What follows belongs to an exercise in optimizing a design on an open flow for small area, a short achievable clock period and few clock cycles per item; a production flow would make more cautious choices. At most, simulation tests tie the RTL to the original design; equivalence was not proved. For run 1, only the layout was checked, not whether the RTL still works. Power is estimated from default activity; no workload was simulated.

==> flow/design.v <==
module grn_step (input logic [68:0] v, output logic [68:0] y);
assign y[0] = v[40];
assign y[1] = v[40] & ~ v[32];
assign y[2] = v[35] & ~ (v[36] | v[6]);
assign y[3] = ((v[50] | v[33]) & v[36]) & ~ v[2];
assign y[4] = ~ (v[20] & 0);
assign y[5] = (v[48] | v[31]) & ~ (v[33] | v[36]);
assign y[6] = (v[7] | v[8]) & ~ v[21];
assign y[7] = v[17] & ~ (v[10] | v[32]);
assign y[8] = v[13] & ~ (v[21] | v[32]);
assign y[9] = v[46] & ~ v[47];
assign y[10] = v[31];
assign y[11] = v[42] & v[52];
assign y[12] = (v[4] | v[48] | v[26]) & ~ v[20];
assign y[13] = v[30];
assign y[14] = v[34];
assign y[15] = v[28];
assign y[16] = v[64];
assign y[17] = v[52] | v[16];
assign y[18] = v[15];
assign y[19] = v[59];
assign y[20] = ~ (v[14] | v[2]);
assign y[21] = (v[31] | v[48]) & ~ v[43];
assign y[22] = ~ v[23];
assign y[23] = (v[2] | (v[42] & v[52]));
assign y[24] = v[19] & ~ v[49];
assign y[25] = v[1] | v[29];
assign y[26] = ((v[4] | v[15]) & v[25]) & ~ v[20];
assign y[27] = (v[33] & v[2]) & ~ (v[20] | v[0]);
assign y[28] = v[38] | v[40];
assign y[29] = v[9] | v[51] | v[52];
assign y[30] = (v[3] | v[50] | v[9]) & ~ v[5];
assign y[31] = ~ v[22];
assign y[32] = (v[33] | v[44]) & ~ (v[20] | v[6]);
assign y[33] = (v[37] | v[25] | v[0]) & ~ v[27];
assign y[34] = v[11];
assign y[35] = (v[14] | v[39]) & ~ v[37];
assign y[36] = v[9] & ~ v[2];
assign y[37] = v[33] & ~ (v[31] | v[26]);
assign y[38] = v[9] | v[39];
assign y[39] = v[14] | v[19];
assign y[40] = v[52] & ~ v[41];
assign y[41] = v[31] | v[48];
assign y[42] = v[47];
assign y[43] = v[30];
assign y[44] = v[51] & ~ v[26];
assign y[45] = v[44] | v[31];
assign y[46] = v[33] | v[17];
assign y[47] = v[15] | v[52];
assign y[48] = v[24];
assign y[49] = v[48];
assign y[50] = v[7] & ~ v[5];
assign y[51] = v[57] & ~ v[45];
assign y[52] = v[54];
assign y[53] = (v[62] | v[65]) & ~ v[59];
assign y[54] = v[58];
assign y[55] = v[60] & ~ (v[63] | v[57]);
assign y[56] = (v[61] | v[63]) & ~ (v[62] | v[57] | v[60]);
assign y[57] = v[53];
assign y[58] = (v[63] | v[66]) & ~ v[62];
assign y[59] = v[58] | v[65] | v[31];
assign y[60] = v[65] | v[55];
assign y[61] = v[65] | v[58];
assign y[62] = v[53] | v[55];
assign y[63] = v[56] | v[64];
assign y[64] = v[63] & ~ v[57];
assign y[65] = (v[66] | v[54]) & ~ v[62];
assign y[66] = v[31];
assign y[67] = (v[18] & v[12]) & ~ (v[32] | v[6]);
assign y[68] = v[6];
endmodule
module grn_farm #(
	parameter VECTOR_SIZE = 69,
	parameter LS          = 2,          
	parameter LK          = 1,          
	parameter G           = 6,          
	parameter CL          = 4           
) (
	input  logic                   clk,
	input  logic                   rst,
	input  logic                   in_valid,
	input  logic [VECTOR_SIZE-1:0] in_conf,
	output logic                   in_ready,
	output logic                   out_valid,
	output logic [VECTOR_SIZE-1:0] out_conf,
	output logic [31:0]            out_transient,
	output logic [31:0]            out_length
);
localparam int S  = 1 << LS;
localparam int K  = 1 << LK;
localparam int LU = LS + LK;
localparam int CW = 32 - LU;             
localparam int CH = CW - CL;             
localparam int EW = 1 + (K - 1) * G;     
localparam logic [1:0] P_EMPTY = 2'd0;
localparam logic [1:0] P_ONE   = 2'd1;     
localparam logic [1:0] P_TWO   = 2'd2;     
localparam logic [1:0] P_DONE  = 2'd3;
logic [1:0]             ph [S];
logic [VECTOR_SIZE-1:0] A  [S];
logic [VECTOR_SIZE-1:0] B  [S];
logic [VECTOR_SIZE-1:0] C  [S];
logic [EW-1:0]          E  [S];     
logic [CL-1:0]          c1 [S];
logic [CL-1:0]          c2 [S];
logic                   own[S];     
logic                   rs [S];     
logic [LU-1:0]          u1 [S];
logic [LU-1:0]          dd [S];     
logic                   bw [S];     
logic                   fresh;      
logic                   busy;
logic [CH-1:0]          h1, h2;
logic [1:0]             ph_n [S];
logic [VECTOR_SIZE-1:0] A_n  [S];
logic [VECTOR_SIZE-1:0] B_n  [S];
logic [EW-1:0]          E_n  [S];
logic [LU-1:0]          u1_n [S];
logic [LU-1:0]          dd_n [S];
logic                   bw_n [S];
logic inc1, inc2, ov1, ov2, take, again;
assign inc1  = (ph_n[0] == P_ONE) && !fresh;
assign inc2  = (ph_n[0] == P_TWO);
assign ov1   = inc1 && (&c1[0]);
assign ov2   = inc2 && (&c2[0]);
assign take  = (ov1 || ov2) && !own[0] && !busy;
assign again = (ov1 || ov2) && !own[0] && busy;
genvar s, q;
generate
	for (s = 0; s < S; s = s + 1) begin : gen_stage
		localparam int SP = (s + S - 1) % S;    
		logic [VECTOR_SIZE-1:0] a  [K+1];
		logic [VECTOR_SIZE-1:0] b  [K+1];
		logic [VECTOR_SIZE-1:0] bh [K];
		assign a[0] = A[s];
		assign b[0] = B[s];
		for (q = 0; q < K; q = q + 1) begin : gen_sub
			grn_step step_a  (.v(a[q]),  .y(a[q+1]));
			grn_step step_b1 (.v(b[q]),  .y(bh[q]));
			grn_step step_b2 (.v(bh[q]), .y(b[q+1]));
			if (q == 0) begin : g_first
				if (s == 0) begin : g_s0
					assign E_n[s][0] = (a[0] == b[0]) && !fresh;
				end else begin : g_sn
					assign E_n[s][0] = (a[0] == b[0]);
				end
			end else begin : g_late
				genvar g;
				for (g = 0; g < G; g = g + 1) begin : gen_grp
					localparam int LO = g * VECTOR_SIZE / G;
					localparam int HI = (g + 1) * VECTOR_SIZE / G - 1;
					assign E_n[s][1 + (q - 1) * G + g] = (a[q][HI:LO] == b[q][HI:LO]);
				end
			end
		end
		assign A_n[s] = a[K];
		assign B_n[s] = b[K];
		logic [K-1:0] meet;
		assign meet[0] = E[s][0];
		for (q = 1; q < K; q = q + 1) begin : gen_meet
			assign meet[q] = &E[s][1 + (q - 1) * G +: G];
		end
		always_comb begin
			logic [1:0] p;
			p       = ph[s];
			u1_n[s] = u1[s];
			dd_n[s] = dd[s];
			bw_n[s] = bw[s];
			for (int k = 0; k < K; k = k + 1) begin
				if (meet[k] && p == P_TWO) begin
					p       = P_DONE;
					dd_n[s] = LU'(K*SP + k) - u1_n[s];
					bw_n[s] = LU'(K*SP + k) < u1_n[s];
				end
				if (meet[k] && p == P_ONE) begin
					p       = P_TWO;
					u1_n[s] = LU'(K*SP + k);
				end
			end
			ph_n[s] = p;
		end
		if (s < S - 1) begin : g_pass
			always_ff @(posedge clk) begin
				if (rst) ph[s+1] <= P_EMPTY;
				else     ph[s+1] <= ph_n[s];
				A[s+1]  <= A_n[s];
				B[s+1]  <= B_n[s];
				C[s+1]  <= C[s];
				E[s+1]  <= E_n[s];
				if (s == 0) begin
					c1[s+1]  <= c1[s] + CL'(inc1);
					c2[s+1]  <= c2[s] + CL'(inc2);
					own[s+1] <= own[s] || take;
					rs[s+1]  <= rs[s] || again;
				end else begin
					c1[s+1]  <= c1[s];
					c2[s+1]  <= c2[s];
					own[s+1] <= own[s];
					rs[s+1]  <= rs[s];
				end
				u1[s+1] <= u1_n[s];
				dd[s+1] <= dd_n[s];
				bw[s+1] <= bw_n[s];
			end
		end
	end
endgenerate
logic [1:0] ph_ahead;
always_comb begin
	ph_ahead = ph_n[S-2];
	if (E_n[S-2][0] && ph_ahead == P_TWO)      ph_ahead = P_DONE;
	else if (E_n[S-2][0] && ph_ahead == P_ONE) ph_ahead = P_TWO;
end
logic free, restart, load;
logic [VECTOR_SIZE-1:0] new_conf;
assign in_ready = free;
assign load     = free || restart;
assign new_conf = restart ? C[S-1] : in_conf;
logic [CW-1:0] len_hi, len_dec;
assign len_hi  = {own[S-1] ? h2 : {CH{1'b0}}, c2[S-1]};
assign len_dec = len_hi - 1'b1;
always_ff @(posedge clk) begin
	if (rst) begin
		free      <= 1'b1;
		restart   <= 1'b0;
		busy      <= 1'b0;
		ph[0]     <= P_EMPTY;
		out_valid <= 1'b0;
	end else begin
		free      <= (ph_ahead == P_EMPTY) || (ph_ahead == P_DONE && !rs[S-2]);
		restart   <= (ph_ahead != P_EMPTY) && rs[S-2];
		busy      <= take || (busy && !(free && own[S-1] && ph_n[S-1] == P_DONE));
		ph[0]     <= load ? ((restart || in_valid) ? P_ONE : P_EMPTY) : ph_n[S-1];
		out_valid <= free && (ph_n[S-1] == P_DONE);
	end
	if (take) begin
		h1 <= CH'(ov1);
		h2 <= CH'(ov2);
	end else if (own[0]) begin
		h1 <= h1 + CH'(ov1);
		h2 <= h2 + CH'(ov2);
	end
	fresh <= load;
	if (load) begin
		A[0]   <= new_conf;
		B[0]   <= new_conf;
		C[0]   <= new_conf;
		E[0]   <= '0;
		c1[0]  <= '0;
		c2[0]  <= '0;
		own[0] <= 1'b0;
		rs[0]  <= 1'b0;
	end else begin
		A[0]   <= A_n[S-1];
		B[0]   <= B_n[S-1];
		C[0]   <= C[S-1];
		E[0]   <= E_n[S-1];
		c1[0]  <= c1[S-1];
		c2[0]  <= c2[S-1];
		own[0] <= own[S-1];
		rs[0]  <= rs[S-1];
	end
	u1[0] <= u1_n[S-1];
	dd[0] <= dd_n[S-1];
	bw[0] <= bw_n[S-1];
	out_conf      <= C[S-1];
	out_transient <= {own[S-1] ? h1 : {CH{1'b0}}, c1[S-1], u1_n[S-1]};
	out_length    <= {bw_n[S-1] ? len_dec : len_hi, dd_n[S-1]};
end
endmodule
==> flow/run.sh <==
#!/bin/bash
# synth_recipe.tcl (not shown) runs the flow's synth.tcl, then flattens the netlist and writes it again
# the make line also repeats each setting of config.mk as NAME=value (left out here)
make -C /OpenROAD-flow-scripts/flow DESIGN_CONFIG=/design/flow/config.mk WORK_HOME=/design/flow/orfs CLKGATE_MAP_FILE= SYNTH_SCRIPT=/design/flow/synth_recipe.tcl finish
==> flow/config.mk <==
export PLATFORM = sky130hd
export DESIGN_NAME = grn_farm
export DESIGN_NICKNAME = grn_farm
export VERILOG_FILES = /design/flow/design.v
export SDC_FILE = /design/flow/constraint.sdc
export NUM_CORES = 4
export LEC_CHECK = 0
export CAP_MARGIN = 20
export CORE_MARGIN = 2
export CORE_UTILIZATION = 45
export CTS_CLUSTER_DIAMETER = 80
export CTS_CLUSTER_SIZE = 25
export PLACE_DENSITY = 0.6
export SETUP_SLACK_MARGIN = 2.9
export SLEW_MARGIN = 20
==> flow/constraint.sdc <==
create_clock -name core_clock -period 5.0 [get_ports {clk}]
set_input_delay 1.0000 -clock core_clock [delete_from_list [all_inputs] [get_ports {clk}]]
set_output_delay 1.0000 -clock core_clock [all_outputs]
set_load 0.01 [all_outputs]
==> results of run 1 <==
[how the worst min path moves through the flow]
stage	startpoint	endpoint	slack, ps	cells after the start
2_1_floorplan	C[0][0]$_DFF_P_	C[1][0]$_DFF_P_	310	0
3_3_place_gp	C[0][60]$_DFF_P_	C[1][60]$_DFF_P_	310	0
3_5_place_dp	C[0][24]$_DFF_P_	C[1][24]$_DFF_P_	310	0
4_1_cts	own[2]$_DFF_P_	own[3]$_DFF_P_	320	0
5_1_grt	C[2][27]$_DFF_P_	C[3][27]$_DFF_P_	320	0
6_report	C[1][43]$_DFF_P_	C[2][43]$_DFF_P_	320	0
[state kept, by name, summed over array words and instances (netlist names), 11 cells and up]
name and count:
out_transient 30, c2 16, C 276, E 28, h1 25, h2 25
u1 11, out_conf 69, B 267, dd 11, out_length 30, A 266
c1 16
[synthesized netlist by cell type, types with 11 or more instances]
library cell / n / area (um2)
sky130_fd_sc_hd__nor2_1: 443 / 1663
sky130_fd_sc_hd__a211oi_1: 24 / 180.2
sky130_fd_sc_hd__clkbuf_1: 146 / 548.0
sky130_fd_sc_hd__nor4_1: 108 / 675.7
sky130_fd_sc_hd__a31oi_1: 32 / 200.2
sky130_fd_sc_hd__nor3_1: 185 / 925.9
sky130_fd_sc_hd__nand2b_1: 87 / 544.3
sky130_fd_sc_hd__xnor2_1: 292 / 2557
sky130_fd_sc_hd__o41ai_1: 11 / 96.34
sky130_fd_sc_hd__nand4_1: 74 / 462.9
sky130_fd_sc_hd__nor3b_1: 31 / 232.7
sky130_fd_sc_hd__or3b_2: 13 / 113.9
sky130_fd_sc_hd__nor2b_1: 116 / 725.7
sky130_fd_sc_hd__a21oi_1: 174 / 870.8
sky130_fd_sc_hd__a2111oi_0: 20 / 175.2
sky130_fd_sc_hd__or2_2: 46 / 287.8
sky130_fd_sc_hd__buf_1: 14 / 52.55
sky130_fd_sc_hd__o22ai_1: 31 / 193.9
sky130_fd_sc_hd__nand2_1: 408 / 1531
sky130_fd_sc_hd__o211ai_1: 18 / 135.1
sky130_fd_sc_hd__or4_1: 11 / 82.58
sky130_fd_sc_hd__xor2_1: 202 / 1769
sky130_fd_sc_hd__a22oi_1: 25 / 187.7
sky130_fd_sc_hd__and3_1: 17 / 106.4
sky130_fd_sc_hd__and2_1: 60 / 375.4
sky130_fd_sc_hd__o21a_1: 23 / 172.7
sky130_fd_sc_hd__nand3_1: 90 / 450.4
sky130_fd_sc_hd__a21boi_0: 13 / 97.59
sky130_fd_sc_hd__a22o_1: 15 / 131.4
sky130_fd_sc_hd__o31ai_1: 27 / 202.7
sky130_fd_sc_hd__inv_1: 147 / 551.8
sky130_fd_sc_hd__ha_1: 15 / 187.7
sky130_fd_sc_hd__and4_1: 15 / 131.4
sky130_fd_sc_hd__dfxtp_1: 1093 / 21880
sky130_fd_sc_hd__o21bai_1: 50 / 375.4
sky130_fd_sc_hd__or3_1: 31 / 193.9
sky130_fd_sc_hd__o21ai_0: 148 / 740.7
[layout by cell type, fill, tap and decap left out, types with 20 or more instances in the layout]
cell	Yosys	routed
sky130_fd_sc_hd__nor2b_1	116	102
sky130_fd_sc_hd__buf_4	2	101
sky130_fd_sc_hd__nor4_1	108	89
sky130_fd_sc_hd__nor3_1	185	155
sky130_fd_sc_hd__o21ai_0	148	131
sky130_fd_sc_hd__or3_1	31	31
sky130_fd_sc_hd__nand3_1	90	84
sky130_fd_sc_hd__nor3b_1	31	25
sky130_fd_sc_hd__o21bai_1	50	39
sky130_fd_sc_hd__nand2b_1	87	82
sky130_fd_sc_hd__buf_2	9	51
sky130_fd_sc_hd__buf_6	4	105
sky130_fd_sc_hd__nand2_1	408	395
sky130_fd_sc_hd__a21oi_1	174	159
sky130_fd_sc_hd__clkbuf_16	0	59
sky130_fd_sc_hd__nor2_1	443	399
sky130_fd_sc_hd__dfxtp_2	0	162
sky130_fd_sc_hd__clkdlybuf4s50_1	0	71
sky130_fd_sc_hd__o22ai_1	31	30
sky130_fd_sc_hd__dfxtp_4	0	22
sky130_fd_sc_hd__a31oi_1	32	30
sky130_fd_sc_hd__and2_1	60	60
sky130_fd_sc_hd__or2_2	46	46
sky130_fd_sc_hd__xnor2_1	292	282
sky130_fd_sc_hd__o31ai_1	27	20
sky130_fd_sc_hd__dfxtp_1	1093	909
sky130_fd_sc_hd__o21a_1	23	23
sky130_fd_sc_hd__xor2_1	202	202
sky130_fd_sc_hd__nor2_4	0	27
sky130_fd_sc_hd__inv_1	147	142
sky130_fd_sc_hd__nand4_1	74	74
[power groups by stage]
| stage | clock network (W) | logic [W] | registers [W] |
|---|---|---|---|
| 3_5_place_dp | 0 | 0.00412 | 0.0110 |
| 4_1_cts | 0.00534 | 0.00433 | 0.0109 |
| 3_3_place_gp | 0 | 0.00416 | 0.0110 |
| 5_1_grt | 0.00565 | 0.00482 | 0.0110 |
| 2_1_floorplan | 0 | 0.00271 | 0.0102 |
| 6_report | 0.00532 | 0.00472 | 0.0110 |
[metrics by stage]
step,cells,setup slack [ps],instance area [um2],total power [W],hold slack (ps)
after global routing,5974,2480,49880,0.02147,320.0
after detailed placement,5784,1913,45240,0.01512,312.1
after CTS,5940,2633,48580,0.02052,324.8
final,5976,2561,49890,0.02103,323.4
after global placement,5784,1825,45230,0.01518,310.0
after floorplan,4469,2779,41980,0.01286,309.6
[kinds of logic (layout without fill, tap and decap cells)]
logic type                 after synthesis  after routing  synth area share [%]
buffers and inverters                  323            581                 3.014
and+or+nand+nor                       1772           1774                 21.08
xor gates and xnor gates               494            494                 10.34
other                                    0              3                     0
adders and majority gates               15             15                0.4485
muxes                                   12             12                0.2990
DFF                                   1095           1095                 52.43
AOI/OAI and AO/OA                      758            759                 12.38
[cell type report]
cell class / instances / area [um2] / area share, %
flip-flops and latches: 1095 / 22230 / 44.55
diodes: 3 / 7.507 / 0.01505
clock buffers: 65 / 1488 / 2.982
inverters: 148 / 566.8 / 1.136
clock inverters: 15 / 239.0 / 0.4790
well taps: 1243 / 1555 / 3.117
repair inverters: 1 / 7.507 / 0.01505
repair buffers: 352 / 3445 / 6.904
multi-input cells: 3054 / 20350 / 40.80
[metal layers]
layer | up-vias | track usage (%) | part of all wire, %
met3 | 655 | 10.08 | 10
met1 | 17670 | 52.40 | 40
li1 | 15810 | - | -
met2 | 2419 | 58.24 | 41
met4 | 18 | 27.49 | 8.2
met5 | - | 0 | 0.065
[timing repair]
| action | CTS | global route |
|---|---|---|
| endpoints found under the setup margin | 441 | 303 |
| setup buffers | 64 | 31 |
| gates cloned | 12 | 2 |
| pin swaps | 44 | 59 |
| resized for setup | 946 | 289 |
==> metrics.log, run 1 <==
[metrics] number of antenna violations at the first check in global routing: 19
[metrics] Yosys cell types: 87
[metrics] total gr overflow: 0
[metrics] wire length of the first global-routing pass: between 200 and 300 mm
[metrics] max-capacitance violation count: 0
[metrics] count of flip-flops with a built-in enable after synthesis: 2
[metrics] category of the most critical setup path: reg -> reg
[metrics] capturing element type of the critical path: register
[metrics] required time of the critical path: 5610 ps
[metrics] worst r2r src: c1[0][0]$_SDFF_PN0_
[metrics] share of layout cells above drive strength 1: 18.71%
[metrics] Yosys Warn Count: 59
[metrics] number of filler instances in the final layout: 8487
[metrics] detailed-route via count: 36570
[metrics] total routing resource utilization after global routing: between 40% and 50%
[metrics] routability congestion estimate: 1.075
[metrics] Static Leakage: 19.46 nW
[metrics] Worst path most repeated cell: sky130_fd_sc_hd__nand4_1
[metrics] Util after Layout: 54.26%
[metrics] Max Transition Viols Final: 0
[metrics] CTS Buffer Depth: 3
[metrics] critical path capture point: h1[13]$_SDFFE_PP0P_
[metrics] number of cells on the critical path: 9
[metrics] Syn Nets: 4556
[metrics] Crit Reg-Reg Endpoint: h1[13]$_SDFFE_PP0P_
[metrics] source-to-sink clock delay at the later pin of the worst-skew pair: 720 ps
[metrics] share of power burned in the clock network: 25.3%
[metrics] Worst R2R Path Depth: 9
[metrics] number of buffers added to fix hold violations after cts: 0
[metrics] layout overhead on the synthesized area: 19.22%
[metrics] setup repair after global routing missed its margin: yes
[metrics] 1st-pass router iterations: 7
[metrics] path category of the worst min-delay check: reg -> reg
[metrics] max incr delay on CP: 440 ps
[metrics] cell class contributing the biggest share of worst-path delay: simple AND/OR/NAND/NOR gates
[metrics] sum of negative setup slack: 0 ps
[metrics] Max Fclk: 0.4100 GHz
[metrics] maximum number of pins on one net before global-route repair: ~70
[metrics] level count of the clock H-tree: 2
[metrics] Initial Utilization: approximately 46%
[metrics] cell count after synthesis: 4469
[metrics] Int Pwr: 0.01348 W
[metrics] worst vdd rail ir drop: 0.3119 mV
[metrics] IO Pins: 207
[metrics] sequential share of the synthesized area: 52.43%
[metrics] clock root cell: sky130_fd_sc_hd__clkbuf_16
[metrics] total power per unit cell area: 421.5 nW/um2
[metrics] async set-reset flop share out of synthesis: 0%
[metrics] vias in the first global route: 34680
[metrics] combinational power share: 22.4%
[metrics] per-cell routed wire length: 32.79 um
[metrics] clk sink count: between 1000 and 1500
[metrics] estimated wirelength of the detail-placed design: approximately 150 mm
[metrics] critical-path maximum fanout: 4
[metrics] total setup violations reported at the end of the flow: 0
[metrics] Die Outline Area: 95450 um2
[metrics] share of power burned in registers: 52.3%
[metrics] Worst R2R Setup Slack: 2560 ps
[metrics] overall die width: 309.0 um
[metrics] drt initial violations: 4887
[metrics] switching fraction of total power: 35.89%
[metrics] Die Span Y: 309.0 um
[metrics] synthesized cell area: 41850 um2
[metrics] Final Skew: 36.07 ps
[metrics] final wirelength: between 150 and 200 mm
[metrics] worst slew margin relative to its limit: 16.23%
[metrics] clk slew on worst S/H paths: 100 ps
[metrics] Vias/cell: 6.119
[metrics] port bufs: 206
[metrics] core outline area: 91940 um2
[metrics] Inserted Clock Buffers: 57
[metrics] Bufs and invs on worst path: 2
[metrics] main flop type after synthesis: sky130_fd_sc_hd__dfxtp_1
[metrics] cell with the largest stage delay on the worst path: sky130_fd_sc_hd__a2111oi_4
[metrics] net switching component of the power: 0.007548 W
[metrics] outcome: finished clean
[metrics] shortest clock period the worst path allows after layout: 2439 ps
[metrics] residual DRC count: 0
[metrics] Final Hold Vio Count: 0
[metrics] crit path DAT: 3050 ps
[metrics] total number of placement rows: 111
[metrics] flop and latch count out of synthesis: about 1100
[metrics] sort of element at the start of the critical path: register
[metrics] final net count: around 4800
[metrics] CTS tree: yes
[metrics] Slew @ Worst Pin: 1247 ps
[metrics] final clock period utilization by the worst path: 48.79%
[metrics] launching instance or port of the critical path: c1[0][0]$_SDFF_PN0_
[metrics] residual antenna-violating net count after detailed routing: 0
[metrics] synthesized area per cell: 9.364 um2
[metrics] critical path, cell by cell: nand4_1 -> a2111oi_4 -> buf_6 -> ha_4 -> nand4_1 -> buf_4 -> nor4_4 -> xnor2_1 -> nor2_1
==> run 2, diff against run 1 <==
--- a/flow/design.v
+++ b/flow/design.v
@@ -111,6 +111,7 @@
 logic                   fresh;      
 logic                   busy;
 logic [CH-1:0]          h1, h2;
+logic                   tk_r, o1_r, o2_r;
 logic [1:0]             ph_n [S];
 logic [VECTOR_SIZE-1:0] A_n  [S];
 logic [VECTOR_SIZE-1:0] B_n  [S];
@@ -233,12 +234,21 @@
 		ph[0]     <= load ? ((restart || in_valid) ? P_ONE : P_EMPTY) : ph_n[S-1];
 		out_valid <= free && (ph_n[S-1] == P_DONE);
 	end
-	if (take) begin
-		h1 <= CH'(ov1);
-		h2 <= CH'(ov2);
-	end else if (own[0]) begin
-		h1 <= h1 + CH'(ov1);
-		h2 <= h2 + CH'(ov2);
+	if (rst) begin
+		tk_r <= 1'b0;
+		o1_r <= 1'b0;
+		o2_r <= 1'b0;
+	end else begin
+		tk_r <= take;
+		o1_r <= ov1 && (take || own[0]);
+		o2_r <= ov2 && (take || own[0]);
+	end
+	if (tk_r) begin
+		h1 <= CH'(o1_r);
+		h2 <= CH'(o2_r);
+	end else begin
+		h1 <= h1 + CH'(o1_r);
+		h2 <= h2 + CH'(o2_r);
 	end
 	fresh <= load;
 	if (load) begin
--- a/flow/config.mk
+++ b/flow/config.mk
@@ -11,5 +11,5 @@
 export CTS_CLUSTER_DIAMETER = 80
 export CTS_CLUSTER_SIZE = 25
 export PLACE_DENSITY = 0.6
-export SETUP_SLACK_MARGIN = 2.9
+export SETUP_SLACK_MARGIN = 3.0
 export SLEW_MARGIN = 20
==> metrics.log, run 2 <==
[metrics] fraction of synthesized cell area taken by the top area cell type: 52.97% (+0.68 points)
[metrics] Yosys Warn Count: 59 (unchanged)
[metrics] Int Pwr: 0.01369 W (+1.5%)
[metrics] total number of placement rows: 111 (unchanged)
[metrics] drt initial violations: 5311 (+8.7%)
[metrics] level count of the clock H-tree: 2 (unchanged)
[metrics] path category of the worst min-delay check: reg -> reg
[metrics] source-to-sink clock delay at the later pin of the worst-skew pair: 750 ps (+30 ps)
[metrics] outcome: finished clean
[metrics] category of the most critical setup path: reg -> out
[metrics] most common cell after layout, fill and taps aside: sky130_fd_sc_hd__dfxtp_1
[metrics] detailed-route via count: 36030 (-1.5%)
[metrics] core outline area: 91520 um2 (-0.45%)
[metrics] shortest clock period the worst path allows after layout: 2449 ps (+9.250 ps)
[metrics] register bank with the most flops: C
[metrics] leading registers by flop count: C: 276 flops, B: 267 flops, A: 266 flops
[metrics] clock root cell: sky130_fd_sc_hd__clkbuf_16
[metrics] final clock period utilization by the worst path: 48.97% (+0.19 points)
[metrics] flop and latch count out of synthesis: 1098 (+0.27%)
[metrics] share of power burned in registers: 51.9% (-0.4 points)
[metrics] combinational power share: 22.7% (+0.3 points)
[metrics] Static Leakage: 19.04 nW (-2.2%)
[metrics] synthesized cell area: 41500 um2 (-0.84%)
[metrics] sum of negative setup slack: 0 ps (unchanged)
[metrics] share of layout cells above drive strength 1: 18.40% (-0.31 points)
[metrics] total power per unit cell area: 431.7 nW/um2 (+2.4%)
[metrics] critical-path maximum fanout: 3 (-1)
[metrics] port bufs: 206 (unchanged)
[metrics] commonest cells in the netlist: sky130_fd_sc_hd__dfxtp_1 (1098), sky130_fd_sc_hd__nor2_1 (439), sky130_fd_sc_hd__nand2_1 (377), sky130_fd_sc_hd__xnor2_1 (306), sky130_fd_sc_hd__xor2_1 (202)
[metrics] final wirelength: 190.2 mm (-2.9%)
[metrics] library cell with the largest summed area after synthesis: sky130_fd_sc_hd__dfxtp_1
[metrics] wire length of the first global-routing pass: 260.6 mm (-2.8%)
[metrics] share of power burned in the clock network: 25.4% (about the same)
[metrics] Final Hold Vio Count: 0 (unchanged)
[metrics] count of flip-flops with a built-in enable after synthesis: 0 (-2)
[metrics] Sequential cell area: 22250 um2 (+0.12%)
[metrics] per-cell routed wire length: 32.60 um (-0.56%)
[metrics] cell with the most instances after synthesis: sky130_fd_sc_hd__dfxtp_1
[metrics] maximum number of pins on one net before global-route repair: 61 (-10%)
[metrics] cell count after synthesis: 4395 (-1.7%)
[metrics] sequential share of the synthesized area: 52.97% (+0.54 points)
[metrics] overall die width: 307.7 um (-0.42%)
[metrics] Vias/cell: 6.176 (+0.93%)
[metrics] number of filler instances in the final layout: 8387 (-1.2%)
[metrics] max-capacitance violation count: 0 (unchanged)
[metrics] Syn Nets: 4482 (-1.6%)
[metrics] residual DRC count: 0 (unchanged)
[metrics] async set-reset flop share out of synthesis: 0% (unchanged)
[metrics] main flop type after synthesis: sky130_fd_sc_hd__dfxtp_1
[metrics] Yosys cell types: 85 (-2.3%)
[metrics] number of antenna violations at the first check in global routing: 12 (-7)
[metrics] final net count: 4708 (-1.8%)
[metrics] setup repair after global routing missed its margin: yes
[metrics] Total Power Consumption: 0.02126 W (+1.1%)
[metrics] Slew @ Worst Pin: 1016 ps (-230.9 ps)
[metrics] layout overhead on the synthesized area: 18.71%
[metrics] required time of the critical path: 4000 ps (-1610 ps)
[metrics] synthesized area per cell: 9.442 um2 (+0.83%)
[metrics] max reg flops: 276 (unchanged)
[metrics] residual antenna-violating net count after detailed routing: 0 (unchanged)
[metrics] clk sink count: 1098 (+0.27%)
[metrics] net switching component of the power: 0.007574 W (+0.34%)
[metrics] Max Fclk: 0.4084 GHz (-0.38%)
[metrics] ranking of synthesized cells by area: sky130_fd_sc_hd__dfxtp_1 (53%), sky130_fd_sc_hd__xnor2_1 (6.5%), sky130_fd_sc_hd__xor2_1 (4.3%), sky130_fd_sc_hd__nor2_1 (4.0%), sky130_fd_sc_hd__nand2_1 (3.4%)
[metrics] crit path DAT: 1450 ps (-1600 ps)
[metrics] Die Outline Area: 94660 um2 (-0.83%)
[metrics] capturing element type of the critical path: output pin
[metrics] area of the multi-input gates: 20090 um2 (-1.3%)
[metrics] worst slew margin relative to its limit: 32.01% (+16 points)
[metrics] estimated wirelength of the detail-placed design: 145.9 mm (-3.2%)
[metrics] IO Pins: 207 (unchanged)
[metrics] total setup violations reported at the end of the flow: 0 (unchanged)
[metrics] total gr overflow: 0 (unchanged)
[metrics] most used cells in the layout excluding fill and tap cells: sky130_fd_sc_hd__dfxtp_1 (934), sky130_fd_sc_hd__nor2_1 (421), sky130_fd_sc_hd__nand2_1 (370)
[metrics] routability congestion estimate: 1.068 (-0.68%)
[metrics] switching fraction of total power: 35.62% (-0.27 points)
[metrics] Inserted Clock Buffers: 56 (-1.8%)
[metrics] vias in the first global route: 33960 (-2.1%)
[metrics] 1st-pass router iterations: 6 (-1)
[metrics] CTS tree: yes
[metrics] Max Transition Viols Final: 0 (unchanged)
[metrics] CTS Buffer Depth: 3 (unchanged)
[metrics] total routing resource utilization after global routing: 39.04% (-1.1 points)
[metrics] sort of element at the start of the critical path: register
[metrics] Final Skew: 51.97 ps (+15.90 ps)
[metrics] Initial Utilization: 45.34% (-0.18 points)
[metrics] Die Span Y: 307.7 um (-0.42%)
[metrics] clk slew on worst S/H paths: 100 ps (about the same)
[metrics] worst vdd rail ir drop: 0.3277 mV (+5.1%)
run 2: cell count changes in the layout (fill, tap and decap cells not counted), moves of 14 or more:
cell                      delta
sky130_fd_sc_hd__a22oi_2    +14
sky130_fd_sc_hd__dfxtp_1    +25
sky130_fd_sc_hd__nor2b_1    -29
sky130_fd_sc_hd__buf_6      -24
sky130_fd_sc_hd__nor2_4     -21
sky130_fd_sc_hd__nor3_1     -23
sky130_fd_sc_hd__nand2_1    -25
sky130_fd_sc_hd__dfxtp_2    -25
sky130_fd_sc_hd__nor2_1     +22
run 2: worst paths after layout:
kind                    startpoint          endpoint  slack [ps]  depth (start not counted)
hold reg to reg   C[2][60]$_DFF_P_  C[3][60]$_DFF_P_         320                          0
hold / removal    C[2][60]$_DFF_P_  C[3][60]$_DFF_P_         320                          0
setup reg to reg  B[2][37]$_DFF_P_   free$_SDFF_PP1_        2750                          6
setup / recovery   free$_SDFF_PP1_          in_ready        2550                          2
run 2: cells by family after synthesis:
logic type	share of synthesized area (%)
xor gates and xnor gates	10.72
muxes	0.3799
DFF	52.97
adders and majority gates	0.4523
AOI/OAI and AO/OA	11.69
and+or+nand+nor	20.95
buffers and inverters	2.834
run 2: cell type report:
| type | count | area share, % |
|---|---|---|
| Antenna cell | 6 | 0.03048 |
| Clock inverter | 21 | 0.7366 |
| Multi-Input combinational cell | 2993 | 40.79 |
| Inverter | 131 | 0.9982 |
| Sequential cell | 1098 | 45.18 |
| Tap cell | 1186 | 3.012 |
| Clock buffer | 58 | 2.860 |
| Timing Repair Buffer | 341 | 6.398 |
run 2: worst max-delay path, cell delays in order, from the launching register on:
cell	delay [ps]
sky130_fd_sc_hd__dfxtp_4	440
sky130_fd_sc_hd__buf_12	150
sky130_fd_sc_hd__buf_6	100
run 2: per-stage QoR:
| step | worst slack (ps) | util [%] | hold slack [ps] | std cells | instance area [um2] |
|---|---|---|---|---|---|
| 2_1_floorplan | 2893 | - | 309.6 | 4395 | 41510 |
| 3_5_place_dp | 1991 | 48.81 | 312.1 | 5642 | 44680 |
| 3_3_place_gp | 1849 | 48.78 | 309.7 | 5642 | 44650 |
| 6_report | 2551 | 53.82 | 318.4 | 5834 | 49260 |
| 5_1_grt | 2522 | 53.81 | 316.8 | 5829 | 49250 |
| 4_1_cts | 2542 | 52.49 | 316.2 | 5790 | 48040 |
run 2: power groups by stage:
stage               Clock [W]  Combinational, W  Sequential, W
floorplan                   0           0.00272         0.0102
global placement            0           0.00409         0.0111
detailed placement          0           0.00403         0.0110
CTS                   0.00542           0.00433         0.0109
global route          0.00571           0.00495         0.0110
finish                0.00539           0.00483         0.0110
run 2: metal layers:
layer / part of all wire [%] / wire, um / GRT usage, %
met1: 40 / 75300 / 50.53
met2: 42 / 80720 / 58.65
met3: 11 / 21370 / 10.91
met4: 6.7 / 12750 / 21.62
met5: 0.025 / 48 / 0
run 2: repair_timing:
item,in CTS,in global routing
gates resized for setup,977,203
buffers inserted,65,38
gates cloned,4,0
endpoints found under the hold margin,0,0
hold buffers,0,0
endpoints found under the setup margin,424,336
pin swaps,43,42
Testbench counts of run 2, summed over its fixed seeds: cycles 6,150, items 1,280.
==> run 3, diff against run 2 <==
--- a/flow/config.mk
+++ b/flow/config.mk
@@ -11,5 +11,5 @@
 export CTS_CLUSTER_DIAMETER = 80
 export CTS_CLUSTER_SIZE = 25
 export PLACE_DENSITY = 0.6
-export SETUP_SLACK_MARGIN = 3.0
+export SETUP_SLACK_MARGIN = 2.9
 export SLEW_MARGIN = 20
==> metrics.log, run 3 <==
[metrics] outcome: finished clean
[metrics] max-capacitance violation count: 0 (unchanged)
[metrics] synthesized cell area: 41500 um2 (unchanged)
[metrics] estimated wirelength of the detail-placed design: 144.8 mm (-0.70%)
[metrics] total routing resource utilization after global routing: 38.52% (-0.51 points)
[metrics] Slew @ Worst Pin: 1137 ps (+121.1 ps)
[metrics] Yosys Warn Count: 59 (unchanged)
[metrics] capturing element type of the critical path: output pin
[metrics] critical path, cell by cell: clkbuf_2
[metrics] wire length of the first global-routing pass: 256.9 mm (-1.4%)
[metrics] fraction of synthesized cell area taken by the top area cell type: 52.97% (unchanged)
[metrics] total power per unit cell area: 432.8 nW/um2 (+0.25%)
[metrics] main flop type after synthesis: sky130_fd_sc_hd__dfxtp_1
[metrics] Bufs and invs on worst path: 1 (-1)
[metrics] met1 track demand over resource: 48.78% (-1.7 points)
[metrics] sequential share of the synthesized area: 52.97% (unchanged)
[metrics] detailed-route via count: 35530 (-1.4%)
[metrics] source-to-sink clock delay at the later pin of the worst-skew pair: 730 ps (-20 ps)
[metrics] sort of element at the start of the critical path: register
[metrics] layout overhead on the synthesized area: 16.01%
[metrics] worst vdd rail ir drop: 0.3280 mV (about the same)
[metrics] Initial Utilization: 45.34% (unchanged)
[metrics] clock root cell: sky130_fd_sc_hd__clkbuf_16
[metrics] WHS: 318.0 ps (-0.4560 ps)
[metrics] final wirelength: 187.9 mm (-1.2%)
[metrics] routability congestion estimate: 1.063 (-0.50%)
[metrics] most common cell after layout, fill and taps aside: sky130_fd_sc_hd__dfxtp_1
[metrics] residual DRC count: 0 (unchanged)
[metrics] Inserted Clock Buffers: 57 (+1.8%)
[metrics] required time of the critical path: 4000 ps (about the same)
[metrics] setup repair after global routing missed its margin: yes
[metrics] port bufs: 206 (unchanged)
[metrics] final net count: 4665 (-0.91%)
[metrics] Static Leakage: 18.62 nW (-2.2%)
[metrics] count of flip-flops with a built-in enable after synthesis: 0 (unchanged)
[metrics] worst slew margin relative to its limit: 23.39% (-8.6 points)
[metrics] CTS tree: yes
[metrics] cell with the largest stage delay on the worst path: sky130_fd_sc_hd__dfxtp_4
[metrics] core outline area: 91520 um2 (unchanged)
[metrics] cell count after synthesis: 4395 (unchanged)
[metrics] leading registers by flop count: C: 276 flops, B: 267 flops, A: 266 flops
[metrics] residual antenna-violating net count after detailed routing: 0 (unchanged)
[metrics] CTS Buffer Depth: 3 (unchanged)
[metrics] 1st-pass router iterations: 16 (+10)
[metrics] flop and latch count out of synthesis: 1098 (unchanged)
[metrics] Non-Filler Cell Area, Final: 48140 um2 (-2.3%)
[metrics] Total Power Consumption: 0.02083 W (-2.0%)
[metrics] total setup violations reported at the end of the flow: 0 (unchanged)
[metrics] Die Outline Area: 94660 um2 (unchanged)
[metrics] library cell with the largest summed area after synthesis: sky130_fd_sc_hd__dfxtp_1
[metrics] Die Span Y: 307.7 um (unchanged)
[metrics] critical-path maximum fanout: 2 (-1)
[metrics] final clock period utilization by the worst path: 44.55% (-4.4 points)
[metrics] most used cells in the layout excluding fill and tap cells: sky130_fd_sc_hd__dfxtp_1 (931), sky130_fd_sc_hd__nor2_1 (422), sky130_fd_sc_hd__nand2_1 (369)
[metrics] drt initial violations: 4500 (-15%)
[metrics] Max Fclk: 0.4489 GHz (+9.9%)
[metrics] global-route met3 utilization: 11.29% (+0.38 points)
[metrics] clk sink count: 1098 (unchanged)
[metrics] Final Skew: 50.24 ps (-1.730 ps)
[metrics] maximum number of pins on one net before global-route repair: 61 (unchanged)
[metrics] Syn Nets: 4482 (unchanged)
[metrics] shortest clock period the worst path allows after layout: 2227 ps (-221.1 ps)
[metrics] synthesized area per cell: 9.442 um2 (unchanged)
[metrics] Yosys cell types: 85 (unchanged)
[metrics] level count of the clock H-tree: 2 (unchanged)
[metrics] sum of negative setup slack: 0 ps (unchanged)
[metrics] vias in the first global route: 33810 (-0.42%)
[metrics] per-cell routed wire length: 32.49 um (-0.35%)
[metrics] async set-reset flop share out of synthesis: 0% (unchanged)
[metrics] Vias/cell: 6.144 (-0.53%)
[metrics] ranking of synthesized cells by area: sky130_fd_sc_hd__dfxtp_1 (53%), sky130_fd_sc_hd__xnor2_1 (6.5%), sky130_fd_sc_hd__xor2_1 (4.3%), sky130_fd_sc_hd__nor2_1 (4.0%), sky130_fd_sc_hd__nand2_1 (3.4%)
[metrics] crit path DAT: 1230 ps (-220 ps)
[metrics] share of layout cells above drive strength 1: 15.91% (-2.5 points)
[metrics] register bank with the most flops: C
[metrics] overall die width: 307.7 um (unchanged)
[metrics] max incr delay on CP: 380 ps (-60 ps)
[metrics] Most Used Layer, Global Route: met2
[metrics] total number of placement rows: 111 (unchanged)
[metrics] Util after Layout: 52.60% (-1.2 points)
[metrics] post-detailed-placement cell area: 44690 um2 (about the same)
[metrics] cell class contributing the biggest share of worst-path delay: flip-flops
[metrics] met2 track demand over resource: 59.17% (+0.52 points)
[metrics] clk slew on worst S/H paths: 90 ps (about the same)
[metrics] IO Pins: 207 (unchanged)
[metrics] max reg flops: 276 (unchanged)
[metrics] cell with the most instances after synthesis: sky130_fd_sc_hd__dfxtp_1
[metrics] Final Hold Vio Count: 0 (unchanged)
[metrics] path category of the worst min-delay check: reg -> reg
[metrics] number of antenna violations at the first check in global routing: 14 (+2)
[metrics] category of the most critical setup path: reg -> out
[metrics] Max Transition Viols Final: 0 (unchanged)
[metrics] total gr overflow: 0 (unchanged)
[metrics] commonest cells in the netlist: sky130_fd_sc_hd__dfxtp_1 (1098), sky130_fd_sc_hd__nor2_1 (439), sky130_fd_sc_hd__nand2_1 (377), sky130_fd_sc_hd__xnor2_1 (306), sky130_fd_sc_hd__xor2_1 (202)
==> run 3: through the flow <==
| step | setup slack (ps) | cells |
|---|---|---|
| floorplan | 2893 | 4395 |
| global placement | 1921 | 5645 |
| detailed placement | 2028 | 5645 |
| CTS | 2654 | 5770 |
| global route | 2761 | 5781 |
| finish | 2773 | 5783 |
==> run 3: report_power, final <==
| group | internal [W] | switching (W) |
|---|---|---|
| Sequential | 0.00952 | 0.00152 |
| Combinational | 0.00170 | 0.00278 |
| Clock | 0.00223 | 0.00308 |
| Total | 0.0135 | 0.00738 |
==> run 3: repair_timing <==
action	in CTS	in global routing
pin swaps	29	14
setup buffers	45	9
hold buffers	0	0
resized for setup	861	193
endpoints found under the setup margin	392	255
cloned	4	2
==> run 3: per-layer routing <==
| metal | up-vias | wire [um] |
|---|---|---|
| met3 | 572 | 20450 |
| li1 | 15450 | - |
| met4 | 18 | 11560 |
| met2 | 2241 | 81730 |
| met5 | - | 149 |
| met1 | 17250 | 73970 |
==> run 3: cells by family after synthesis <==
family                   share of synthesized area (%)
XOR/XNOR                                         10.72
multiplexers                                    0.3799
AND/OR/NAND/NOR                                  20.95
flip-flops                                       52.97
adder cells (fa/ha/maj)                         0.4523
buffers and inverters                            2.834
AO/OA/AOI/OAI                                    11.69
==> run 3: layout make-up <==
| cell class | count | area (um2) |
|---|---|---|
| antenna | 2 | 5.005 |
| clock buffer | 59 | 1444 |
| clock inverter | 17 | 310.3 |
| fill | 8481 | 43380 |
| inverter | 131 | 499.2 |
| multi-input combinational | 2993 | 19460 |
| sequential | 1098 | 22250 |
| tap | 1186 | 1484 |
| timing repair buffer | 296 | 2681 |
| timing repair inverter | 1 | 7.507 |
==> run 3: final timing paths <==
| path | cells after the start | from | endpoint | slack (ps) |
|---|---|---|---|---|
| worst max-delay path | 1 | free$_SDFF_PP1_ | in_ready | 2770 |
| worst max register to register | 5 | A[0][47]$_DFF_P_ | E[1][0]$_DFF_P_ | 2810 |
| worst min-delay path | 0 | C[1][26]$_DFF_P_ | C[2][26]$_DFF_P_ | 320 |
| worst min register to register | 0 | C[1][26]$_DFF_P_ | C[2][26]$_DFF_P_ | 320 |
==> run 4, diff against run 3 <==
--- a/flow/config.mk
+++ b/flow/config.mk
@@ -10,6 +10,6 @@
 export CORE_UTILIZATION = 45
 export CTS_CLUSTER_DIAMETER = 80
 export CTS_CLUSTER_SIZE = 25
-export PLACE_DENSITY = 0.6
+export PLACE_DENSITY = 0.7
 export SETUP_SLACK_MARGIN = 2.9
 export SLEW_MARGIN = 20
==> metrics.log, run 4 <==
[metrics] max-capacitance violation count: 0 (unchanged)
[metrics] number of placed cells counting well taps: 5645 (unchanged)
[metrics] IO Pins: 207 (unchanged)
[metrics] port bufs: 206 (unchanged)
[metrics] Die Span Y: 307.7 um (unchanged)
[metrics] Max Transition Viols Final: 0 (unchanged)
[metrics] library cell with the largest summed area after synthesis: sky130_fd_sc_hd__dfxtp_1
[metrics] cell class contributing the biggest share of worst-path delay: flip-flops
[metrics] number of cells on the critical path: 1 (unchanged)
[metrics] Worst R2R Path Depth: 4 (-1)
[metrics] Inserted Clock Buffers: 56 (-1.8%)
[metrics] cell count after synthesis: 4395 (unchanged)
[metrics] post-detailed-placement cell area: 44670 um2 (about the same)
[metrics] total routing resource utilization after global routing: 37.78% (-0.75 points)
[metrics] Final Hold Vio Count: 0 (unchanged)
[metrics] layout overhead on the synthesized area: 15.10%
[metrics] max reg flops: 276 (unchanged)
[metrics] flop and latch count out of synthesis: 1098 (unchanged)
[metrics] Max Fclk: 0.4396 GHz (-2.1%)
[metrics] synthesized cell area: 41500 um2 (unchanged)
[metrics] source-to-sink clock delay at the later pin of the worst-skew pair: 690 ps (-40 ps)
[metrics] final clock period utilization by the worst path: 45.50% (+0.95 points)
[metrics] cell with the largest stage delay on the worst path: sky130_fd_sc_hd__dfxtp_4
[metrics] routability congestion estimate: 1.091 (+2.7%)
[metrics] Syn Nets: 4482 (unchanged)
[metrics] 1st-pass router iterations: 8 (-8)
[metrics] total setup violations reported at the end of the flow: 0 (unchanged)
[metrics] drt initial violations: 4674 (+3.9%)
[metrics] Bufs and invs on worst path: 1 (unchanged)
[metrics] number of filler instances in the final layout: 8428 (-0.62%)
[metrics] Final Skew: 33.53 ps (-16.71 ps)
[metrics] wire length of the first global-routing pass: 254.6 mm (-0.91%)
[metrics] max incr delay on CP: 450 ps (+70 ps)
[metrics] number of antenna violations at the first check in global routing: 14 (unchanged)
[metrics] leading registers by flop count: C: 276 flops, B: 267 flops, A: 266 flops
[metrics] total power per unit cell area: 434.2 nW/um2 (+0.33%)
[metrics] Yosys Warn Count: 59 (unchanged)
[metrics] count of flip-flops with a built-in enable after synthesis: 0 (unchanged)
[metrics] Die Outline Area: 94660 um2 (unchanged)
[metrics] level count of the clock H-tree: 2 (unchanged)
[metrics] worst vdd rail ir drop: 0.2801 mV (-15%)
[metrics] Initial Utilization: 45.34% (unchanged)
[metrics] core outline area: 91520 um2 (unchanged)
[metrics] most common cell after layout, fill and taps aside: sky130_fd_sc_hd__dfxtp_1
[metrics] worst slew margin relative to its limit: 19.66% (-3.7 points)
[metrics] most used cells in the layout excluding fill and tap cells: sky130_fd_sc_hd__dfxtp_1 (955), sky130_fd_sc_hd__nor2_1 (428), sky130_fd_sc_hd__nand2_1 (376)
[metrics] estimated wirelength of the detail-placed design: 143.8 mm (-0.70%)
[metrics] category of the most critical setup path: reg -> out
[metrics] sort of element at the start of the critical path: register
[metrics] clk sink count: 1098 (unchanged)
[metrics] residual antenna-violating net count after detailed routing: 0 (unchanged)
[metrics] Vias/cell: 6.187 (+0.70%)
[metrics] critical-path maximum fanout: 6 (+4)
[metrics] number of buffers added to fix hold violations after cts: 0 (unchanged)
[metrics] crit path DAT: 1270 ps (+40 ps)
[metrics] outcome: finished clean
[metrics] Slew @ Worst Pin: 1194 ps (+56.94 ps)
[metrics] clock root cell: sky130_fd_sc_hd__clkbuf_16
[metrics] shortest clock period the worst path allows after layout: 2275 ps (+47.35 ps)
[metrics] final wirelength: 184.9 mm (-1.6%)
[metrics] total gr overflow: 0 (unchanged)
[metrics] overall die width: 307.7 um (unchanged)
[metrics] ranking of synthesized cells by area: sky130_fd_sc_hd__dfxtp_1 (53%), sky130_fd_sc_hd__xnor2_1 (6.5%), sky130_fd_sc_hd__xor2_1 (4.3%), sky130_fd_sc_hd__nor2_1 (4.0%), sky130_fd_sc_hd__nand2_1 (3.4%)
[metrics] clk slew on worst S/H paths: 100 ps (about the same)
[metrics] Non-Filler Cell Area, Final: 47760 um2 (-0.78%)
[metrics] capturing element type of the critical path: output pin
[metrics] CTS Buffer Depth: 3 (unchanged)
[metrics] critical path, cell by cell: buf_6
[metrics] CTS tree: yes
[metrics] Static Leakage: 18.48 nW (-0.72%)
[metrics] cell with the most instances after synthesis: sky130_fd_sc_hd__dfxtp_1
[metrics] maximum number of pins on one net before global-route repair: 69 (+13%)
[metrics] required time of the critical path: 4000 ps (about the same)
[metrics] WHS Path Cells: 0 (unchanged)
[metrics] async set-reset flop share out of synthesis: 0% (unchanged)
[metrics] commonest cells in the netlist: sky130_fd_sc_hd__dfxtp_1 (1098), sky130_fd_sc_hd__nor2_1 (439), sky130_fd_sc_hd__nand2_1 (377), sky130_fd_sc_hd__xnor2_1 (306), sky130_fd_sc_hd__xor2_1 (202)
[metrics] detailed-route via count: 35720 (+0.54%)
[metrics] vias in the first global route: 34040 (+0.67%)
[metrics] Util after Layout: 52.19% (-0.41 points)
[metrics] sum of negative setup slack: 0 ps (unchanged)
[metrics] main flop type after synthesis: sky130_fd_sc_hd__dfxtp_1
[metrics] register bank with the most flops: C
[metrics] final net count: 4650 (-0.32%)
[metrics] non-filler instance count after layout: 5774 (-0.16%)
[metrics] fraction of synthesized cell area taken by the top area cell type: 52.97% (unchanged)
[metrics] share of layout cells above drive strength 1: 14.70% (-1.2 points)
[metrics] sequential share of the synthesized area: 52.97% (unchanged)
[metrics] residual DRC count: 0 (unchanged)
[metrics] synthesized area per cell: 9.442 um2 (unchanged)
[metrics] setup repair after global routing missed its margin: yes
[metrics] path category of the worst min-delay check: reg -> reg
[metrics] total number of placement rows: 111 (unchanged)
[metrics] per-cell routed wire length: 32.03 um (-1.4%)
[metrics] Yosys cell types: 85 (unchanged)
## run 4: metrics by stage
step / total power [W] / hold WS, ps / worst slack [ps]
3_3_place_gp: 0.01512 / 309.7 / 1858
3_5_place_dp: 0.01504 / 312.1 / 1948
6_report: 0.02074 / 325.5 / 2725
5_1_grt: 0.02119 / 334.1 / 2714
4_1_cts: 0.02030 / 326.3 / 2716
2_1_floorplan: 0.01288 / 309.6 / 2893
## run 4: cell families (layout without fill, tap and decap cells)
group	count (synthesis)	count (layout)	share of synthesized area [%]
simple gates	1722	1723	20.95
other cells	0	4	0
flops	1098	1098	52.97
buf+inv	307	494	2.834
mux	15	16	0.3799
compound gates	730	730	11.69
fa+ha+maj	15	15	0.4523
xor+xnor	508	508	10.72
## run 4: path summary, 6_finish.rpt
| kind | startpoint | end | slack [ps] |
|---|---|---|---|
| worst max-delay path | free$_SDFF_PP1_ | in_ready | 2730 |
| worst min-delay path | C[0][8]$_DFF_P_ | C[1][8]$_DFF_P_ | 330 |
| worst max register to register | A[0][32]$_DFF_P_ | E[1][6]$_DFF_P_ | 2780 |
| worst min register to register | C[0][8]$_DFF_P_ | C[1][8]$_DFF_P_ | 330 |
## run 4: layout make-up
cell class              count  area (um2)  area share [%]
flip-flops and latches   1098       22200           46.47
multi-input cells        2992       19330           40.48
repair buffers            284        2521           5.278
well taps                1186        1484           3.107
clock buffers              59        1443           3.020
inverters                 131       495.5           1.037
clock inverters            20       277.8          0.5815
diodes                      4       10.01         0.02096
## run 4: what timing repair did
item | 4_1_cts | 5_1_grt
pin swaps | 14 | 14
endpoints found under the setup margin | 381 | 280
buffers inserted | 31 | 11
resized for setup | 824 | 174
cloned | 2 | 1
## run 4: metal layers
layer | wire [um] | GRT usage (%) | vias up | part of all wire, %
li1 | - | - | 15440 | -
met1 | 72650 | 48.19 | 17270 | 39
met2 | 78800 | 57.35 | 2312 | 43
met3 | 19620 | 9.869 | 689 | 11
met4 | 13790 | 22.61 | 14 | 7.5
met5 | 86 | 0 | - | 0.046
## run 4: power by group
part	total, W	switching [W]	internal, W
Combinational	0.00450	0.00284	0.00167
Clock	0.00524	0.00302	0.00222
Sequential	0.0110	0.00148	0.00952
Total	0.0207	0.00733	0.0134
## run 4: worst register-to-register path, stage by stage, from the launching register on
cell and delay (ps):
sky130_fd_sc_hd__dfxtp_1 790, sky130_fd_sc_hd__nor3_1 230, sky130_fd_sc_hd__xor2_1 600, sky130_fd_sc_hd__nand3_1 240, sky130_fd_sc_hd__nor4_1 240
==> run 5, diff against run 4 <==
--- a/flow/config.mk
+++ b/flow/config.mk
@@ -8,8 +8,8 @@
 export CAP_MARGIN = 20
 export CORE_MARGIN = 2
 export CORE_UTILIZATION = 45
-export CTS_CLUSTER_DIAMETER = 80
-export CTS_CLUSTER_SIZE = 25
-export PLACE_DENSITY = 0.7
+export CTS_CLUSTER_DIAMETER = 60
+export CTS_CLUSTER_SIZE = 20
+export PLACE_DENSITY = 0.6
 export SETUP_SLACK_MARGIN = 2.9
 export SLEW_MARGIN = 20
==> metrics.log, run 5 <==
[metrics] Slew @ Worst Pin: 1159 ps (-35.49 ps)
[metrics] number of filler instances in the final layout: 8406 (-0.26%)
[metrics] Total Power Consumption: 0.02256 W (+8.8%)
[metrics] outcome: finished clean
[metrics] shortest clock period the worst path allows after layout: 2202 ps (-73.09 ps)
[metrics] flop and latch count out of synthesis: 1098 (unchanged)
[metrics] total setup violations reported at the end of the flow: 0 (unchanged)
[metrics] Max Fclk: 0.4542 GHz (+3.3%)
[metrics] fraction of synthesized cell area taken by the top area cell type: 52.97% (unchanged)
[metrics] Vias/cell: 6.108 (-1.3%)
[metrics] share of layout cells above drive strength 1: 17.59% (+2.9 points)
[metrics] final wirelength: 187.6 mm (+1.5%)
[metrics] met2 wirelength from detailed routing: 81.11 mm (+2.9%)
[metrics] clk sink count: 1098 (unchanged)
[metrics] max-capacitance violation count: 0 (unchanged)
[metrics] required time of the critical path: 5550 ps (+1550 ps)
[metrics] worst slew margin relative to its limit: 22.59% (+2.9 points)
[metrics] final net count: 4697 (+1.0%)
[metrics] cell count after synthesis: 4395 (unchanged)
[metrics] core outline area: 91520 um2 (unchanged)
[metrics] Die Span Y: 307.7 um (unchanged)
[metrics] final clock period utilization by the worst path: 44.03% (-1.5 points)
[metrics] critical-path maximum fanout: 7 (+1)
[metrics] residual antenna-violating net count after detailed routing: 0 (unchanged)
[metrics] async set-reset flop share out of synthesis: 0% (unchanged)
[metrics] most used cells in the layout excluding fill and tap cells: sky130_fd_sc_hd__dfxtp_1 (923), sky130_fd_sc_hd__nor2_1 (426), sky130_fd_sc_hd__nand2_1 (370)
[metrics] commonest cells in the netlist: sky130_fd_sc_hd__dfxtp_1 (1098), sky130_fd_sc_hd__nor2_1 (439), sky130_fd_sc_hd__nand2_1 (377), sky130_fd_sc_hd__xnor2_1 (306), sky130_fd_sc_hd__xor2_1 (202)
[metrics] total gr overflow: 0 (unchanged)
[metrics] detailed-route via count: 35730 (+0.014%)
[metrics] most common cell after layout, fill and taps aside: sky130_fd_sc_hd__dfxtp_1
[metrics] capturing element type of the critical path: register
[metrics] 1st-pass router iterations: 7 (-1)
[metrics] register bank with the most flops: C
[metrics] sequential share of the synthesized area: 52.97% (unchanged)
[metrics] per-cell routed wire length: 32.08 um (+0.15%)
[metrics] Final Hold Vio Count: 0 (unchanged)
[metrics] residual DRC count: 0 (unchanged)
[metrics] total number of placement rows: 111 (unchanged)
[metrics] synthesized area per cell: 9.442 um2 (unchanged)
[metrics] category of the most critical setup path: reg -> reg
[metrics] highest routing layer actually used: met5
[metrics] sum of negative setup slack: 0 ps (unchanged)
[metrics] level count of the clock H-tree: 3 (+1)
[metrics] port bufs: 206 (unchanged)
[metrics] Inserted Clock Buffers: 84 (+50%)
[metrics] clock root cell: sky130_fd_sc_hd__clkbuf_16
[metrics] drt initial violations: 4799 (+2.7%)
[metrics] Yosys cell types: 85 (unchanged)
[metrics] synthesized cell area: 41500 um2 (unchanged)
[metrics] total routing resource utilization after global routing: 38.55% (+0.77 points)
[metrics] path category of the worst min-delay check: reg -> reg
[metrics] Sequential cell area: 22260 um2 (+0.26%)
[metrics] estimated wirelength of the detail-placed design: 144.8 mm (+0.71%)
[metrics] main flop type after synthesis: sky130_fd_sc_hd__dfxtp_1
[metrics] Max Transition Viols Final: 0 (unchanged)
[metrics] Static Leakage: 19.21 nW (+3.9%)
[metrics] Initial Utilization: 45.34% (unchanged)
[metrics] crit path DAT: 2750 ps (+1480 ps)
[metrics] Yosys Warn Count: 59 (unchanged)
[metrics] Die Outline Area: 94660 um2 (unchanged)
[metrics] wire length of the first global-routing pass: 257.1 mm (+0.98%)
[metrics] met1 wire length: 73.77 mm (+1.5%)
[metrics] sort of element at the start of the critical path: register
[metrics] CTS tree: yes
[metrics] maximum number of pins on one net before global-route repair: 61 (-12%)
[metrics] max reg flops: 276 (unchanged)
[metrics] ranking of synthesized cells by area: sky130_fd_sc_hd__dfxtp_1 (53%), sky130_fd_sc_hd__xnor2_1 (6.5%), sky130_fd_sc_hd__xor2_1 (4.3%), sky130_fd_sc_hd__nor2_1 (4.0%), sky130_fd_sc_hd__nand2_1 (3.4%)
[metrics] leading registers by flop count: C: 276 flops, B: 267 flops, A: 266 flops
[metrics] number of antenna violations at the first check in global routing: 10 (-4)
[metrics] total power per unit cell area: 457.5 nW/um2 (+5.4%)
[metrics] layout overhead on the synthesized area: 18.83%
[metrics] number of buffers added to fix hold violations after cts: 0 (unchanged)
[metrics] Syn Nets: 4482 (unchanged)
[metrics] count of flip-flops with a built-in enable after synthesis: 0 (unchanged)
[metrics] worst vdd rail ir drop: 0.3015 mV (+7.6%)
[metrics] setup repair after global routing missed its margin: yes
[metrics] routability congestion estimate: 1.063 (-2.6%)
[metrics] met3 wire length: 20.80 mm (+6.0%)
[metrics] Final Skew: 25.18 ps (-8.353 ps)
[metrics] library cell with the largest summed area after synthesis: sky130_fd_sc_hd__dfxtp_1
[metrics] vias in the first global route: 33990 (-0.15%)
[metrics] clk slew on worst S/H paths: 80 ps (-20 ps)
[metrics] IO Pins: 207 (unchanged)
[metrics] source-to-sink clock delay at the later pin of the worst-skew pair: 690 ps (about the same)
[metrics] cell with the most instances after synthesis: sky130_fd_sc_hd__dfxtp_1
[metrics] overall die width: 307.7 um (unchanged)
[metrics] area of the multi-input gates: 19550 um2 (+1.1%)
[metrics] CTS Buffer Depth: 3 (unchanged)
==> run 5: cell count changes in the layout (fill, tap and decap cells not counted), sizes merged <==
cell      before  now
buf          212  230
bufinv         1    3
clkbuf        60   94
clkinv         4   12
clkinvlp       3    5
diode          4    1
inv          143  157
==> run 5: cell families after synthesis <==
group	count (synthesis)	synth area share (%)
and+or+nand+nor	1722	20.95
muxes	15	0.3799
xor gates and xnor gates	508	10.72
adders and majority gates	15	0.4523
AOI/OAI and AO/OA	730	11.69
buffers and inverters	307	2.834
DFF	1098	52.97
==> run 5: final cells by class <==
type	count	share of cell area, %
Clock inverter	45	1.223
Multi-Input combinational cell	2992	39.65
Timing Repair inverter	1	0.01522
Sequential cell	1098	45.13
Inverter	131	1.005
Timing Repair Buffer	302	5.501
Antenna cell	1	0.005075
Tap cell	1186	3.009
Clock buffer	93	4.456
==> run 5: per-layer routing <==
| layer | vias to the layer above | GRT usage, % |
|---|---|---|
| met4 | 6 | 20.15 |
| li1 | 15550 | - |
| met5 | - | 0 |
| met2 | 2267 | 59.06 |
| met3 | 594 | 11.44 |
| met1 | 17310 | 48.99 |
==> run 5: power breakdown <==
group          switching (W)  internal (W)
registers            0.00151       0.00952
logic                0.00278       0.00170
clock network        0.00355       0.00350
total                0.00784        0.0147
==> run 5: metrics by stage <==
stage               util [%]  setup WS [ps]  cells  instance area (um2)  hold WS (ps)
detailed placement     48.83           2028   5645                44690         312.1
global route           53.87           2780   5848                49310         329.2
global placement       48.81           1921   5645                44680         309.6
floorplan                  -           2893   4395                41510         309.6
CTS                    52.74           2661   5827                48270         327.2
finish                 53.88           2798   5849                49310         323.5
==> run 5: repair_timing <==
| action | in CTS | in global routing |
|---|---|---|
| resized for setup | 841 | 234 |
| endpoints found under the setup margin | 390 | 272 |
| setup buffers | 42 | 19 |
| gates cloned | 2 | 2 |
| pin swaps | 30 | 18 |
==> run 5: worst max-delay path: stages (launching register included) <==
cell and delay (ps):
sky130_fd_sc_hd__dfxtp_1 610, sky130_fd_sc_hd__nor3b_1 980, sky130_fd_sc_hd__nor4_1 90, sky130_fd_sc_hd__nor2_1 380
==> run 5: final timing paths <==
check | from | to | slack [ps] | depth (start not counted)
worst min-delay path | C[2][62]$_DFF_P_ | C[3][62]$_DFF_P_ | 320 | 0
worst max register to register | A[2][33]$_DFF_P_ | A[3][33]$_DFF_P_ | 2800 | 3
worst min register to register | C[2][62]$_DFF_P_ | C[3][62]$_DFF_P_ | 320 | 0
worst max-delay path | A[2][33]$_DFF_P_ | A[3][33]$_DFF_P_ | 2800 | 3

[static timing again, ports no longer ideal]
How much do the figures lean on ideal ports? The routed layouts below were timed once more, with nothing changed but the port constraints.
Step 1 sets driving cells, clkbuf_16 on the clock port and buf_2 on the other inputs (assumed; they add their load-dependent delay and slew).
Step 2, shift: input delay + t, output delay - t, t = (earliest + latest rising clock arrival at the registers) / 2. This alone moves slack from input paths to output paths.
Slacks: no drivers / after step 1 / after step 2; pairs: no drivers / after step 1.
| run | t, ns | slack for setup (ns) | hold WS [ns] | worst register clock-pin slew, ns |
|---|---|---|---|---|
| run 1 | 0.778 | 2.561 / 2.558 / 2.343 | 0.323 / 0.323 / 0.323 | 0.10 / 0.10 |
| run 2 | 0.800 | 2.551 / 2.477 / 2.362 | 0.318 / 0.318 / 0.318 | 0.11 / 0.11 |
| run 3 | 0.782 | 2.773 / 2.698 / 2.588 | 0.318 / 0.318 / 0.318 | 0.11 / 0.11 |
| run 4 | 0.746 | 2.725 / 2.651 / 2.395 | 0.326 / 0.326 / 0.326 | 0.11 / 0.11 |
| run 5 | 0.760 | 2.798 / 2.737 / 2.572 | 0.324 / 0.324 / 0.324 | 0.08 / 0.08 |
After both steps setup and hold are still met in every run listed. For run 4, which loses most, drivers alone change the setup slack by -0.074 ns; drivers and shift together by -0.330 ns.
